What follows belongs to an exercise in optimizing a design on an open flow for small area, a short achievable clock period and few clock cycles; a production flow would make more cautious choices. Only simulation tests tie the RTL to the original design; equivalence was not proved.

## flow/design.v (module list and top-level ports; edited modules follow where they fit)
// module produto_escalar: 1478 lines
// module produto_escalar_fa: 7 lines
module produto_escalar (
    input  logic         clk_i,
    input  logic         rst_i,
    input  logic         iniciar,
    input  logic [31:0]  a0, a1, a2, a3, a4, a5, a6, a7,
    input  logic [31:0]  b0, b1, b2, b3, b4, b5, b6, b7,
    output logic [63:0]  resultado,
    output logic         concluido
);
  // ...
==> flow/run.sh <==
#!/bin/bash
# synth_recipe.tcl (not shown) runs the flow's synth.tcl, then flattens the netlist and writes it again
# the make line also repeats each setting of config.mk as NAME=value (left out here)
make -C /OpenROAD-flow-scripts/flow DESIGN_CONFIG=/design/flow/config.mk WORK_HOME=/design/flow/orfs CLKGATE_MAP_FILE= SYNTH_SCRIPT=/design/flow/synth_recipe.tcl finish
==> flow/config.mk <==
export PLATFORM = sky130hd
export DESIGN_NAME = produto_escalar
export DESIGN_NICKNAME = produto_escalar
export VERILOG_FILES = /design/flow/design.v
export SDC_FILE = /design/flow/constraint.sdc
export NUM_CORES = 4
export LEC_CHECK = 0
export CAP_MARGIN = 20
export CORE_MARGIN = 2
export CORE_UTILIZATION = 40
export SETUP_SLACK_MARGIN = 5
export SLEW_MARGIN = 20
export SYNTH_HIERARCHICAL = 1
export SYNTH_MINIMUM_KEEP_SIZE = 0
==> flow/constraint.sdc <==
create_clock -name core_clock -period 11.5 [get_ports {clk_i}]
set_input_delay 2.3000 -clock core_clock [delete_from_list [all_inputs] [get_ports {clk_i}]]
set_output_delay 2.3000 -clock core_clock [all_outputs]
set_load 0.01 [all_outputs]
==> impl_metrics.csv, run 1 <==
group,metric,value,unit
clocking,cts_setup_buffers,4,
synth,netlist_area,33580,um2
worst_setup_path,cp_num_cells,11,
finish,multi_input_area,27820,um2
finish,design.seq.count,218,
clocking,cts_buffer_depth,3,
synth,avgSynthCellArea,9.968,um2
sta,layout_min_cycle_time,6.447,ns
finish,final_cells,4809,
global_routing,grt_overflow,0,
placed_design,place_area,40050,um2
sta,fin_crit_sh,0.5606,
worst_setup_path,reg2reg_setup_slack,6.85,ns
hold_path,hold_start,"fase[6]$_SDFF_PP0_",
finish,final_layout_size_suffix_gt1_frac,0.06719,
synth,yosys.area.top_type_share,0.3267,
worst_setup_path,rr_worst_depth,9,
clocking,clock-sinks,218,
worst_setup_path,cp_slowest_cell,"clkdlybuf4s50_1",
outcome,status,"timing/DRC/antenna clean",
global_routing,grt_pass1_wl,226.1,mm
synth,synth_compound_area_frac,0.2136,
synth,syn_inst,3369,
global_routing,antenna_found_initial,15,
worst_setup_path,critPathTopFamily,"compound AO/OA/AOI/OAI gates",
finish,nNonClkBuffers,675,
synth,syn_nets,4551,
Testbench counts, summed over its fixed seeds: cycles 24,000.
==> inputs of run 2 (changes only) <==
--- a/flow/config.mk
+++ b/flow/config.mk
@@ -8,7 +8,6 @@
 export CAP_MARGIN = 20
 export CORE_MARGIN = 2
 export CORE_UTILIZATION = 40
-export SETUP_SLACK_MARGIN = 5
 export SLEW_MARGIN = 20
 export SYNTH_HIERARCHICAL = 1
 export SYNTH_MINIMUM_KEEP_SIZE = 0
==> run 2 against run 1 <==
Against the previous run: non-clock buffer count decreased by 6; clock skew shrank 0.0017 ns; synthesized area unchanged; register-to-register slack hardly changed; core utilization shrank 0.31 points; count of clock-buffer cells in the layout unchanged; largest cell class unchanged.
==> impl_metrics.csv, run 2 <==
group,metric,value,unit
outcome,status,"timing/DRC/antenna clean",
global_routing,grt_pass1_vias,31880,
clocking,cts_setup_buffers,0,
global_routing,antenna_found_initial,14,
sta,tns,0,ns
worst_setup_path,cp-startpoint,"acc_s[0]$_DFF_P_",
worst_setup_path,reg2reg_to,"acc_c[36]$_DFF_P_",
floorplanning,io_pins,580,
finish,final_layout_size_suffix_gt1_frac,0.05922,
clocking,cts_inserted_buffers,28,
synth,yosysWarnings,7,
synth,avgSynthCellArea,9.968,um2
clocking,cts_tree,"done",
floorplanning,rows,106,
worst_setup_path,crit_required,9.20,ns
synth,ys_async_sr_fraction,0,
clocking,clock-sinks,218,
placed_design,port_buffers,579,
flow_run,maxCapViolCount,0,
worst_setup_path,start_kind,"register",
synth,yosys.area.top_type_share,0.3267,
floorplanning,fp.dieH,293.8,um
global_routing,grt_overflow,0,
sta,fin_crit_sh,0.6402,
finish,nets,4878,
synth,synthTopCellsByCount,"624 x a22oi_1, 549 x xnor2_1, 548 x fa_1",
synth,yosys-top-cells-area,"fa_1 33%, xnor2_1 14%, a22oi_1 14%, dfxtp_1 13%, ha_1 4.4%",
sta,setup_viol,0,
clocking,cts_buffer_depth,3,
route,drtIter0Drc,3800,
clocking,cts_root_buf,"clkbuf_16",
floorplanning,die_area,86290,um2
synth,synthDistinctLibCells,77,
sta,relSlewSlack,0.1780,
synth,syn_nets,4551,
synth,ys_seq_area_frac,0.1300,
floorplanning,die_w,293.8,um
synth,netlist_area,33580,um2
worst_setup_path,critPathMaxFanout,4,
worst_setup_path,crit_arrival,5.06,ns
clocking,cts.repair.resized,0,
placed_design,dp.cells,4746,
floorplanning,core,83420,um2
sta,clock_skew,0.02914,ns
finish,layout_common_cells,"624 x a22oi_1, 579 x clkdlybuf4s50_1, 549 x xnor2_1",
route,routed_wl,157.2,mm
sta,max_freq,135.8,MHz
global_routing,grt_use_total,0.3601,
synth,synth-seq-cells,218,
finish,final_cells,4803,
floorplanning,start_util,0.4026,
route,dr_total_vias,30420,
worst_setup_path,crit_top_cell,"a21oi_1",
global_routing,grt_max_degree,67,
hold_path,hold_class,"register to register",
worst_setup_path,reg2reg_setup_slack,6.85,ns
sta,layout_min_cycle_time,7.363,ns
finish,area_growth,22.06,%
finish,final_common_cell,"a22oi_1",
route,drc,0,
route,wl_per_cell,32.73,um
synth,synth_flop_cell,"dfxtp_1",
worst_setup_path,crit_end,"resultado[54]",
route,first_pass_iters,11,
worst_setup_path,end_kind,"primary output",
route,postRouteAntennaNets,0,
finish,top_regs,"acc_c: 64 flops, acc_s: 64 flops, a_r: 32 flops",
synth,synth_edf_count,0,
worst_setup_path,crit_chain,"ha_1 > fa_1 > a21oi_1 > o21ai_1 > o21a_1 > o21bai_1 > a2111oi_2 > o21ai_0 > a21oi_1 > a21oi_1 > xnor2_1 > clkdlybuf4s50_1",
placed_design,gp_congestion,0.9587,
hold_path,hold_start,"fase[6]$_SDFF_PP0_",
clocking,hold_buffers,0,
sta,hold_violations,0,
worst_setup_path,cp_slowest_cell,"o21ai_0",
synth,synth_top_cell_by_area,"fa_1",
global_routing,grt_pass1_wl,225.6,mm
route,vias_per_cell,6.333,
synth,syn_inst,3369,
worst_setup_path,cp_slowest_stage_delay,0.95,ns
clocking,cts_max_level,1,
worst_setup_path,timing.rr.start,"a_r[10]$_DFF_P_",
sta,slew_viol_final,0,
placed_design,post-dp-hpwl,113.9,mm
worst_setup_path,rr_worst_depth,8,
clocking,insertion_delay,0.60,ns
synth,synth.most_common_cell,"a22oi_1",
sta,worstMarginPinSlew,1.233,ns
clocking,clkTransAtPathRegs,0.06,ns
worst_setup_path,critical_path_class,"register to primary output",
sta,rsz0062_at_grt,"false",
==> run 2: kinds of logic after synthesis <==
group           Yosys count  share of synthesized area
xor+xnor                604                     0.1575
flops                   218                     0.1300
fa+ha+maj               667                     0.3710
buf+inv                 417                    0.04728
compound gates          965                     0.2136
simple gates            498                    0.08062
==> run 2: critical path, delay by kind of cell (launching register included) <==
family | cells | cell delay, ns
DFF | 1 | 0.31
AOI/OAI and AO/OA | 8 | 2.75
buffers and inverters | 1 | 0.58
adders and majority gates | 2 | 0.68
xor gates and xnor gates | 1 | 0.15
==> run 2: per-stage QoR <==
stage / worst slack, ns / utilization / area (um2) / hold slack, ns
2_1_floorplan: 6.443 / - / 33580 / 0.4532
6_report: 4.137 / 0.4914 / 40990 / 0.4762
4_1_cts: 4.302 / 0.4911 / 40970 / 0.4745
3_3_place_gp: 4.927 / 0.4801 / 40050 / 0.4600
5_1_grt: 4.088 / 0.4913 / 40990 / 0.4945
3_5_place_dp: 4.957 / 0.4801 / 40050 / 0.4642
==> run 2: layout make-up <==
class,instances,area (um2)
fillers,7732,42430
flip-flops and latches,218,4420
clock buffers,42,854.6
diodes,8,20.02
clock inverters,7,63.81
inverters,45,168.9
well taps,1080,1351
multi-input cells,2734,27640
repair buffers,669,6471
==> run 2: per-layer routing <==
metal  GRT usage  vias up  part of all wire
met2      0.5650     2187              0.45
met3     0.08157      465              0.10
met1      0.4367    15130              0.36
li1            -    12630                 -
met5           0        -                 0
met4      0.2593        0             0.086
==> run 2: per-module statistics from Yosys, one instance, submodules excluded <==
module | copies in the design | cells | cell area (um2) | flops+latches
produto_escalar | 1 | 2822 | 22630 | 218
produto_escalar_fa | 547 | 1 | 20.02 | 0
==> run 2: how the worst min path moves through the flow <==
stage / end / slack, ns / cells past startpoint
after global placement: fase[7]$_SDFF_PP0_ / 0.46 / 1
after global routing: fase[7]$_SDFF_PP0_ / 0.49 / 1
after CTS: fase[7]$_SDFF_PP0_ / 0.47 / 1
after floorplan: acc_s[0]$_DFF_P_ / 0.45 / 1
after detailed placement: fase[7]$_SDFF_PP0_ / 0.46 / 1
final: fase[7]$_SDFF_PP0_ / 0.48 / 1
==> inputs of run 3 (changes only) <==
==> flow/flow/run.sh (new file) <==
#!/bin/bash
set -e
echo 'export BUFFER_PORTS_ARGS = -buffer_cell sky130_fd_sc_hd__buf_1' >> config.mk
bash standard.sh > standard.log 2>&1
==> flow/standard.sh (new file) <==
#!/bin/bash
# synth_recipe.tcl (not shown) runs the flow's synth.tcl, then flattens the netlist and writes it again
# the make line also repeats each setting of config.mk as NAME=value (left out here)
make -C /OpenROAD-flow-scripts/flow DESIGN_CONFIG=/design/flow/config.mk WORK_HOME=/design/flow/orfs CLKGATE_MAP_FILE= SYNTH_SCRIPT=/design/flow/synth_recipe.tcl "${@:-finish}"
--- a/flow/config.mk
+++ b/flow/config.mk
@@ -11,3 +11,4 @@
 export SLEW_MARGIN = 20
 export SYNTH_HIERARCHICAL = 1
 export SYNTH_MINIMUM_KEEP_SIZE = 0
+export BUFFER_PORTS_ARGS = -buffer_cell sky130_fd_sc_hd__buf_1
removed: flow/run.sh
==> run 3 against run 2 <==
Against the previous run: still clean on timing, DRC and antenna; wire length rose by 0.26%; cell area is 8.5% lower; final cell count increased by 0.19%; critical path depth fell by 1; clock skew down 0.015 ns; via count rose by 0.88%; critical path type unchanged.
==> impl_metrics.csv, run 3 <==
group,metric,value,unit
sta,layout_min_cycle_time,6.927,ns
worst_setup_path,cp_slowest_stage_delay,0.87,ns
clocking,clock-sinks,218,
floorplanning,fp.dieH,293.8,um
clocking,insertion_delay,0.61,ns
finish,layout_common_cells,"623 x a22oi_1, 579 x buf_1, 549 x xnor2_1",
sta,fin_crit_sh,0.6024,
placed_design,post-dp-hpwl,112.9,mm
sta,max_freq,144.4,MHz
synth,ys_seq_area_frac,0.1300,
worst_setup_path,critical_path_class,"register to primary output",
synth,synth-seq-cells,218,
route,vias_per_cell,6.376,
route,wl_per_cell,32.76,um
synth,syn_inst,3369,
worst_setup_path,crit_required,9.20,ns
synth,yosys-top-cells-area,"fa_1 33%, xnor2_1 14%, a22oi_1 14%, dfxtp_1 13%, ha_1 4.4%",
worst_setup_path,crit_arrival,4.63,ns
global_routing,grt_overflow,0,
worst_setup_path,cp_slowest_cell,"o21ai_0",
global_routing,grt_use_total,0.3633,
worst_setup_path,cp-startpoint,"acc_s[0]$_DFF_P_",
synth,synthDistinctLibCells,77,
floorplanning,core,83420,um2
sta,relSlewSlack,0.1454,
clocking,cts_buffer_depth,3,
worst_setup_path,cp.buffers_inverters,1,
placed_design,gp_congestion,0.9843,
worst_setup_path,timing.rr.start,"a_r[10]$_DFF_P_",
global_routing,grt_max_degree,67,
floorplanning,die_area,86290,um2
floorplanning,io_pins,580,
clocking,cts.repair.resized,0,
worst_setup_path,start_kind,"register",
synth,yosysWarnings,7,
global_routing,grt_pass1_vias,31730,
sta,clock_skew,0.01461,ns
sta,setup_viol,0,
global_routing,antenna_found_initial,17,
finish,final_common_cell,"a22oi_1",
finish,area_growth,11.72,%
clocking,cts_max_level,1,
sta,rsz0062_at_grt,"false",
sta,worstMarginPinSlew,1.282,ns
synth,synth_edf_count,0,
synth,netlist_area,33580,um2
floorplanning,die_w,293.8,um
worst_setup_path,critPathTopFamily,"compound AO/OA/AOI/OAI gates",
worst_setup_path,crit_top_cell,"a21oi_1",
worst_setup_path,end_kind,"primary output",
outcome,status,"timing/DRC/antenna clean",
finish,top_regs,"acc_c: 64 flops, acc_s: 64 flops, a_r: 32 flops",
sta,slew_viol_final,0,
synth,avgSynthCellArea,9.968,um2
hold_path,hold_start,"iniciar_prev$_SDFF_PP0_",
synth,yosys.area.top_type_share,0.3267,
worst_setup_path,crit_chain,"ha_1 > fa_1 > a21oi_1 > o21ai_1 > o21a_1 > o21bai_1 > a2111oi_2 > o21ai_0 > a21oi_1 > o311a_1 > buf_1",
synth,ys_async_sr_fraction,0,
hold_path,hold_class,"register to register",
route,dr_total_vias,30680,
hold_path,hold_end,"fase[1]$_SDFF_PP0_",
clocking,clkTransAtPathRegs,0.07,ns
worst_setup_path,critPathMaxFanout,4,
sta,hold_violations,0,
finish,nets,4883,
synth,synthTopCellsByCount,"624 x a22oi_1, 549 x xnor2_1, 548 x fa_1",
placed_design,port_buffers,579,
worst_setup_path,reg2reg_to,"acc_c[36]$_DFF_P_",
route,postRouteAntennaNets,0,
route,drc,0,
synth,synth_top_cell_by_area,"fa_1",
clocking,cts_setup_buffers,0,
route,drtIter0Drc,4032,
floorplanning,start_util,0.4026,
synth,synth.most_common_cell,"a22oi_1",
synth,syn_nets,4551,
sta,tns,0,ns
synth,synth_flop_cell,"dfxtp_1",
worst_setup_path,rr_worst_depth,8,
clocking,cts_root_buf,"clkbuf_16",
clocking,cts_tree,"done",
route,first_pass_iters,12,
flow_run,maxCapViolCount,0,
hold_path,hold_path_depth,2,
finish,final_layout_size_suffix_gt1_frac,0.06099,
clocking,hold_buffers,0,
route,routed_wl,157.6,mm
global_routing,grt_pass1_wl,226.2,mm
worst_setup_path,reg2reg_setup_slack,6.79,ns
clocking,cts_inserted_buffers,28,
floorplanning,rows,106,
-- run 3: cell counts after synthesis --
No cell type changed its count.
-- run 3: layout make-up --
class	count	area (um2)
clock buffer	36	770.7
clock inverter	15	249.0
tap	1080	1351
fill	8023	45900
antenna	10	25.02
inverter	45	168.9
multi-input combinational	2734	27650
sequential	218	4418
timing repair buffer	674	2890
-- run 3: metal layers --
layer | part of all wire | GRT usage | wire (um)
met1 | 0.35 | 0.4283 | 55730
met2 | 0.43 | 0.5421 | 68300
met3 | 0.12 | 0.1155 | 18310
met4 | 0.097 | 0.2987 | 15250
met5 | 0.00032 | 0 | 51
-- run 3: cells by family after synthesis --
family / share of synthesized area
DFF: 0.1300
adders and majority gates: 0.3710
xor gates and xnor gates: 0.1575
AOI/OAI and AO/OA: 0.2136
buffers and inverters: 0.04728
and+or+nand+nor: 0.08062
-- run 3: per-module statistics from Yosys (local to each module, per instance) --
module | copies in the design | area, um2
produto_escalar | 1 | 22630
produto_escalar_fa | 547 | 20.02
-- run 3: worst max-delay path by stage --
stage	slack (ns)	endpoint	cells after the start
finish	4.57	resultado[58]	11
CTS	4.63	resultado[54]	11
global route	4.39	resultado[54]	11
global placement	5.30	resultado[58]	11
floorplan	6.44	resultado[32]	11
detailed placement	5.31	resultado[54]	11
-- run 3: tightest hold or removal path: cells and delay by family (launching register included) --
family | cells | cell delay (ns)
flip-flops | 1 | 0.31
AND/OR/NAND/NOR | 2 | 0.17
-- run 3: per-stage QoR --
step,std cells,area [um2],util,hold WS [ns],setup slack [ns]
floorplan,3369,33580,-,0.4532,6.443
global placement,4747,36430,0.4368,0.5163,5.300
detailed placement,4747,36430,0.4368,0.5182,5.312
CTS,4798,37450,0.4490,0.5289,4.627
global route,4805,37500,0.4495,0.5443,4.390
finish,4812,37520,0.4497,0.5294,4.573
==> inputs of run 4 (changes only) <==
==> flow/flow/run.sh (replaced) <==
#!/bin/bash
set -e
echo 'export BUFFER_PORTS_ARGS = -buffer_cell sky130_fd_sc_hd__buf_1' >> config.mk
bash standard.sh SETUP_SLACK_MARGIN=7 ABC_CLOCK_PERIOD_IN_PS=1500 finish > standard.log 2>&1
==> run 4 against run 3 <==
Against the previous run: via count increased by 1.5%; hold slack got worse by 0.034 ns; core utilization increased by 2.4 points; critical path depth increased by 5; final cell count increased by 1.2%; first-iteration DRC count increased by 1.1%; largest cell class unchanged; highest routed layer is now met4.
==> impl_metrics.csv, run 4 <==
group,metric,value,unit
sta,worstMarginPinSlew,1.288,ns
route,routed_wl,155.5,mm
worst_setup_path,cp_slowest_stage_delay,0.37,ns
clocking,cts_inserted_buffers,28,
clocking,cts_buffer_depth,3,
clocking,cts_max_level,1,
clocking,clock-sinks,218,
outcome,status,"timing/DRC/antenna clean",
route,wl_per_cell,31.93,um
worst_setup_path,crit_required,9.20,ns
route,postRouteAntennaNets,0,
worst_setup_path,cp.buffers_inverters,5,
route,vias_per_cell,6.392,
global_routing,grt_overflow,0,
synth,syn_inst,3369,
synth,avgSynthCellArea,9.968,um2
route,drc,0,
worst_setup_path,start_kind,"register",
global_routing,grt_max_degree,74,
synth,synth-seq-cells,218,
worst_setup_path,critPathMaxFanout,4,
worst_setup_path,crit_top_cell,"buf_6",
floorplanning,rows,106,
worst_setup_path,crit_chain,"ha_4 > fa_2 > a21oi_2 > o21ai_2 > o21a_2 > buf_4 > buf_6 > o21bai_4 > a2111oi_4 > buf_6 > buf_6 > o21ai_4 > a21oi_4 > a21oi_2 > xnor2_2 > buf_2",
finish,top_regs,"acc_c: 64 flops, acc_s: 64 flops, a_r: 32 flops",
floorplanning,fp.dieH,293.8,um
global_routing,grt_use_total,0.3557,
global_routing,antenna_found_initial,5,
floorplanning,io_pins,580,
synth,synth_edf_count,0,
worst_setup_path,end_kind,"primary output",
synth,synth_top_cell_by_area,"fa_1",
finish,nets,4945,
finish,layout_common_cells,"622 x a22oi_1, 547 x fa_1, 534 x xnor2_1",
sta,slew_viol_final,0,
synth,synth_flop_cell,"dfxtp_1",
placed_design,port_buffers,579,
synth,yosys.area.top_type_share,0.3267,
clocking,cts_tree,"done",
sta,rsz0062_at_grt,"true",
hold_path,hold_class,"register to register",
sta,fin_crit_sh,0.5213,
placed_design,gp_congestion,0.9778,
clocking,insertion_delay,0.61,ns
finish,final_layout_size_suffix_gt1_frac,0.1348,
synth,netlist_area,33580,um2
flow_run,maxCapViolCount,0,
floorplanning,die_area,86290,um2
sta,tns,0,ns
floorplanning,core,83420,um2
placed_design,post-dp-hpwl,109.2,mm
sta,setup_viol,0,
sta,layout_min_cycle_time,5.995,ns
worst_setup_path,critical_path_class,"register to primary output",
clocking,clkTransAtPathRegs,0.06,ns
synth,yosys-top-cells-area,"fa_1 33%, xnor2_1 14%, a22oi_1 14%, dfxtp_1 13%, ha_1 4.4%",
sta,relSlewSlack,0.1413,
sta,max_freq,166.8,MHz
finish,area_growth,17.71,%
global_routing,grt_pass1_vias,32170,
clocking,cts_root_buf,"clkbuf_16",
sta,clock_skew,0.02243,ns
synth,syn_nets,4551,
floorplanning,start_util,0.4026,
synth,synthTopCellsByCount,"624 x a22oi_1, 549 x xnor2_1, 548 x fa_1",
worst_setup_path,crit_arrival,3.69,ns
finish,final_common_cell,"a22oi_1",
sta,hold_violations,0,
synth,synth.most_common_cell,"a22oi_1",
synth,ys_seq_area_frac,0.1300,
route,dr_total_vias,31130,
synth,yosysWarnings,7,
worst_setup_path,critPathTopFamily,"compound AO/OA/AOI/OAI gates",
synth,synthDistinctLibCells,77,
floorplanning,die_w,293.8,um
route,first_pass_iters,12,
clocking,hold_buffers,0,
worst_setup_path,cp_slowest_cell,"fa_2",
route,drtIter0Drc,4077,
synth,ys_async_sr_fraction,0,
global_routing,grt_pass1_wl,223.3,mm
-- run 4: kinds of logic (layout without fill, tap and decap cells) --
family / count (synthesis) / count (layout) / synth area share
DFF: 218 / 218 / 0.1300
AOI/OAI and AO/OA: 965 / 965 / 0.2136
other: 0 / 8 / 0
and+or+nand+nor: 498 / 498 / 0.08062
xor gates and xnor gates: 604 / 604 / 0.1575
buffers and inverters: 417 / 830 / 0.04728
adders and majority gates: 667 / 667 / 0.3710
-- run 4: final timing paths --
path | slack, ns | end | cells past startpoint | from
setup reg to reg | 7.03 | acc_c[24]$_DFF_P_ | 8 | fase[1]$_SDFF_PP0_
hold / removal | 0.50 | concluido$_SDFFE_PP0P_ | 2 | concluido$_SDFFE_PP0P_
setup / recovery | 5.51 | resultado[54] | 16 | acc_c[0]$_DFF_P_
hold reg to reg | 0.50 | concluido$_SDFFE_PP0P_ | 2 | concluido$_SDFFE_PP0P_
-- run 4: Yosys stat by module, one instance, submodules excluded --
module              flops+latches  area, um2  cells
produto_escalar               218      22630   2822
produto_escalar_fa              0      20.02      1
-- run 4: timing repair --
| item | 4_1_cts | 5_1_grt |
|---|---|---|
| setup endpoints to repair | 86 | 86 |
| pin swaps | 46 | 69 |
| setup buffers | 35 | 33 |
| gates resized for setup | 167 | 151 |
-- run 4: worst min-delay path, cell delays in order (launching register included) --
cell and delay, ns:
dfxtp_1 0.32, a21oi_1 0.06, nor2_1 0.08
-- run 4: final cells by class --
class,instances,area (um2)
clock inverter,16,185.2
inverter,45,168.9
multi-input combinational,2734,28890
timing repair buffer,736,3702
tap,1080,1351
sequential,218,4468
fill,7794,43890
antenna,8,20.02
clock buffer,33,749.5
-- run 4: through the flow --
step	cell area (um2)	worst slack [ns]	std cells	hold slack (ns)	util
2_1_floorplan	33900	6.731	3369	0.4531	-
3_3_place_gp	36710	5.709	4742	0.4761	0.4400
3_5_place_dp	36710	5.693	4742	0.4907	0.4400
4_1_cts	38560	5.570	4826	0.5037	0.4623
5_1_grt	39520	5.432	4864	0.5509	0.4737
6_report	39530	5.505	4870	0.4957	0.4739
-- run 4: metal layers --
metal / GRT usage / up-vias / wire, um / part of all wire
met2: 0.5291 / 2289 / 66610 / 0.43
met5: 0 / - / 0 / 0
li1: - / 12760 / - / -
met1: 0.4139 / 15510 / 54240 / 0.35
met4: 0.3080 / 0 / 16620 / 0.11
met3: 0.1140 / 561 / 18040 / 0.12
==> inputs of run 5 (changes only) <==
==> flow/flow/run.sh (replaced) <==
#!/bin/bash
set -e
echo 'export BUFFER_PORTS_ARGS = -buffer_cell sky130_fd_sc_hd__buf_1' >> config.mk
bash standard.sh SETUP_SLACK_MARGIN=7 finish > standard.log 2>&1
==> run 5 against run 4 <==
Against the previous run: via count unchanged; die area unchanged; global-route usage unchanged; critical endpoint unchanged; clock skew unchanged; synthesized area unchanged; cell area unchanged; highest routed layer unchanged.
==> impl_metrics.csv, run 5 <==
group,metric,value,unit
outcome,status,"timing/DRC/antenna clean",
clocking,cts_root_buf,"clkbuf_16",
route,drc,0,
sta,tns,0,ns
synth,yosys.area.top_type_share,0.3267,
clocking,cts_buffer_depth,3,
finish,top_regs,"acc_c: 64 flops, acc_s: 64 flops, a_r: 32 flops",
clocking,clock-sinks,218,
worst_setup_path,critPathMaxFanout,4,
floorplanning,fp.dieH,293.8,um
synth,syn_nets,4551,
global_routing,grt_use_total,0.3557,
synth,netlist_area,33580,um2
finish,final_cells,4870,
clocking,cts_max_level,1,
finish,layout_common_cells,"622 x a22oi_1, 547 x fa_1, 534 x xnor2_1",
worst_setup_path,reg2reg_to,"acc_c[24]$_DFF_P_",
synth,synth_edf_count,0,
sta,max_freq,166.8,MHz
finish,multi_input_area,28890,um2
finish,fillers,7794,
placed_design,gp_congestion,0.9778,
sta,fin_hold_ws,0.4957,ns
synth,ys_async_sr_fraction,0,
synth,synth-seq-cells,218,
floorplanning,die_w,293.8,um
finish,area_growth,17.71,%
route,wl_per_cell,31.93,um
placed_design,place_area,36710,um2
global_routing,antenna_found_initial,5,
sta,setup_viol,0,
global_routing,grt_overflow,0,
worst_setup_path,end_kind,"primary output",
flow_run,maxCapViolCount,0,
synth,avgSynthCellArea,9.968,um2
route,vias_per_cell,6.392,
synth,synth_top_cell_by_area,"fa_1",
sta,hold_violations,0,
worst_setup_path,timing.rr.start,"fase[1]$_SDFF_PP0_",
global_routing,grt_pass1_vias,32170,
sta,layout_min_cycle_time,5.995,ns
sta,slew_viol_final,0,
sta,fin_crit_sh,0.5213,
synth,synth.most_common_cell,"a22oi_1",
placed_design,post-dp-hpwl,109.2,mm
global_routing,grt_max_degree,74,
route,dr_total_vias,31130,
finish,final_layout_size_suffix_gt1_frac,0.1348,
clocking,insertion_delay,0.61,ns
synth,synthDistinctLibCells,77,
floorplanning,rows,106,
sta,rsz0062_at_grt,"true",
clocking,clkTransAtPathRegs,0.06,ns
worst_setup_path,crit_end,"resultado[54]",
synth,yosysWarnings,7,
synth,ys_seq_area_frac,0.1300,
worst_setup_path,cp-startpoint,"acc_c[0]$_DFF_P_",
floorplanning,start_util,0.4026,
finish,nets,4945,
route,postRouteAntennaNets,0,
synth,yosys-top-cells-area,"fa_1 33%, xnor2_1 14%, a22oi_1 14%, dfxtp_1 13%, ha_1 4.4%",
clocking,cts_inserted_buffers,28,
hold_path,hold_class,"register to register",
placed_design,port_buffers,579,
synth,synthTopCellsByCount,"624 x a22oi_1, 549 x xnor2_1, 548 x fa_1",
finish,fin_area,39530,um2
floorplanning,io_pins,580,
clocking,hold_buffers,0,
route,first_pass_iters,12,
synth,syn_inst,3369,
placed_design,dp.cells,4742,
worst_setup_path,start_kind,"register",
clocking,cts_tree,"done",
sta,clock_skew,0.02243,ns
worst_setup_path,reg2reg_setup_slack,7.03,ns
global_routing,grt_pass1_wl,223.3,mm
finish,area.sequential,4468,um2
worst_setup_path,crit_required,9.20,ns
worst_setup_path,crit_arrival,3.69,ns
finish,final_common_cell,"a22oi_1",
floorplanning,core,83420,um2
worst_setup_path,rr_worst_depth,8,
worst_setup_path,critical_path_class,"register to primary output",
floorplanning,die_area,86290,um2
sta,worstMarginPinSlew,1.288,ns
synth,synth_flop_cell,"dfxtp_1",
route,drtIter0Drc,4077,
sta,relSlewSlack,0.1413,
route,routed_wl,155.5,mm
==> run 5: final cells by class <==
class,instances,area share
Multi-Input combinational cell,2734,0.7307
Antenna cell,8,0.0005064
Tap cell,1080,0.03418
Timing Repair Buffer,736,0.09366
Clock buffer,33,0.01896
Clock inverter,16,0.004684
Inverter,45,0.004273
Sequential cell,218,0.1130
==> run 5: how the worst min path moves through the flow <==
stage	from	endpoint	slack (ns)	cells after the start
after floorplan	neg_r[0]$_DFF_P_	acc_s[0]$_DFF_P_	0.45	1
after global placement	concluido$_SDFFE_PP0P_	concluido$_SDFFE_PP0P_	0.48	2
after detailed placement	concluido$_SDFFE_PP0P_	concluido$_SDFFE_PP0P_	0.49	2
after CTS	concluido$_SDFFE_PP0P_	concluido$_SDFFE_PP0P_	0.50	2
after global routing	concluido$_SDFFE_PP0P_	concluido$_SDFFE_PP0P_	0.55	2
final	concluido$_SDFFE_PP0P_	concluido$_SDFFE_PP0P_	0.50	2
==> run 5: per-stage QoR <==
stage / worst slack [ns] / util
after floorplan: 6.731 / -
after global placement: 5.709 / 0.4400
after detailed placement: 5.693 / 0.4400
after CTS: 5.570 / 0.4623
after global routing: 5.432 / 0.4737
final: 5.505 / 0.4739
==> run 5: metal layers <==
layer  global-route usage  wire (um)
met2               0.5291      66610
met5                    0          0
met3               0.1140      18040
met4               0.3080      16620
met1               0.4139      54240
==> run 5: worst max-delay path, cell delays in order (launching register included) <==
cell and delay (ns):
dfxtp_2 0.33, ha_4 0.17, fa_2 0.37, a21oi_2 0.20, o21ai_2 0.10, o21a_2 0.24
buf_4 0.14, buf_6 0.11, o21bai_4 0.14, a2111oi_4 0.09, buf_6 0.16, buf_6 0.12
o21ai_4 0.31, a21oi_4 0.15, a21oi_2 0.19, xnor2_2 0.12, buf_2 0.14
==> run 5: cell families (layout without fill, tap and decap cells) <==
family          after synthesis  after routing  share of synthesized area
flops                       218            218                     0.1300
fa+ha+maj                   667            667                     0.3710
simple gates                498            498                    0.08062
buf+inv                     417            830                    0.04728
other cells                   0              8                          0
compound gates              965            965                     0.2136
xor+xnor                    604            604                     0.1575
==> run 5: timing repair <==
action,CTS,global route
buffers inserted,35,33
pin swaps,46,69
resized for setup,167,151
setup endpoints to repair,86,86
==> run 5: modules after synthesis, one instance, submodules excluded <==
module	cells	copies in the design
produto_escalar	2822	1
produto_escalar_fa	1	547

## what the ideal ports hide
The results above use ideal ports. As a check the final layouts listed here were re-extracted and re-timed, cells and wires unchanged.
Step 1 assumes that a clkbuf_16 drives the clock port and a buf_2 every other input.
Step 2 adds t to the input delays and takes it off the output delays; t is the mean of the earliest and latest rising clock arrival at the registers after step 1. Input paths then give back, and output paths get back, about the clock's delay inside the block.
Slacks: ideal / step 1 / step 2; pairs: ideal / step 1.
run | shift t [ns] | setup WS [ns] | hold slack, ns
run 1 | 0.659 | 5.053 / 4.984 / 5.643 | 0.475 / 0.475 / 0.475
run 2 | 0.657 | 4.137 / 4.071 / 4.728 | 0.476 / 0.476 / 0.476
run 3 | 0.673 | 4.573 / 4.505 / 5.178 | 0.529 / 0.529 / 0.529
run 4 | 0.668 | 5.505 / 5.434 / 6.102 | 0.496 / 0.496 / 0.496
run 5 | 0.668 | 5.505 / 5.434 / 6.102 | 0.496 / 0.496 / 0.496
After both steps every run listed still meets setup and hold.
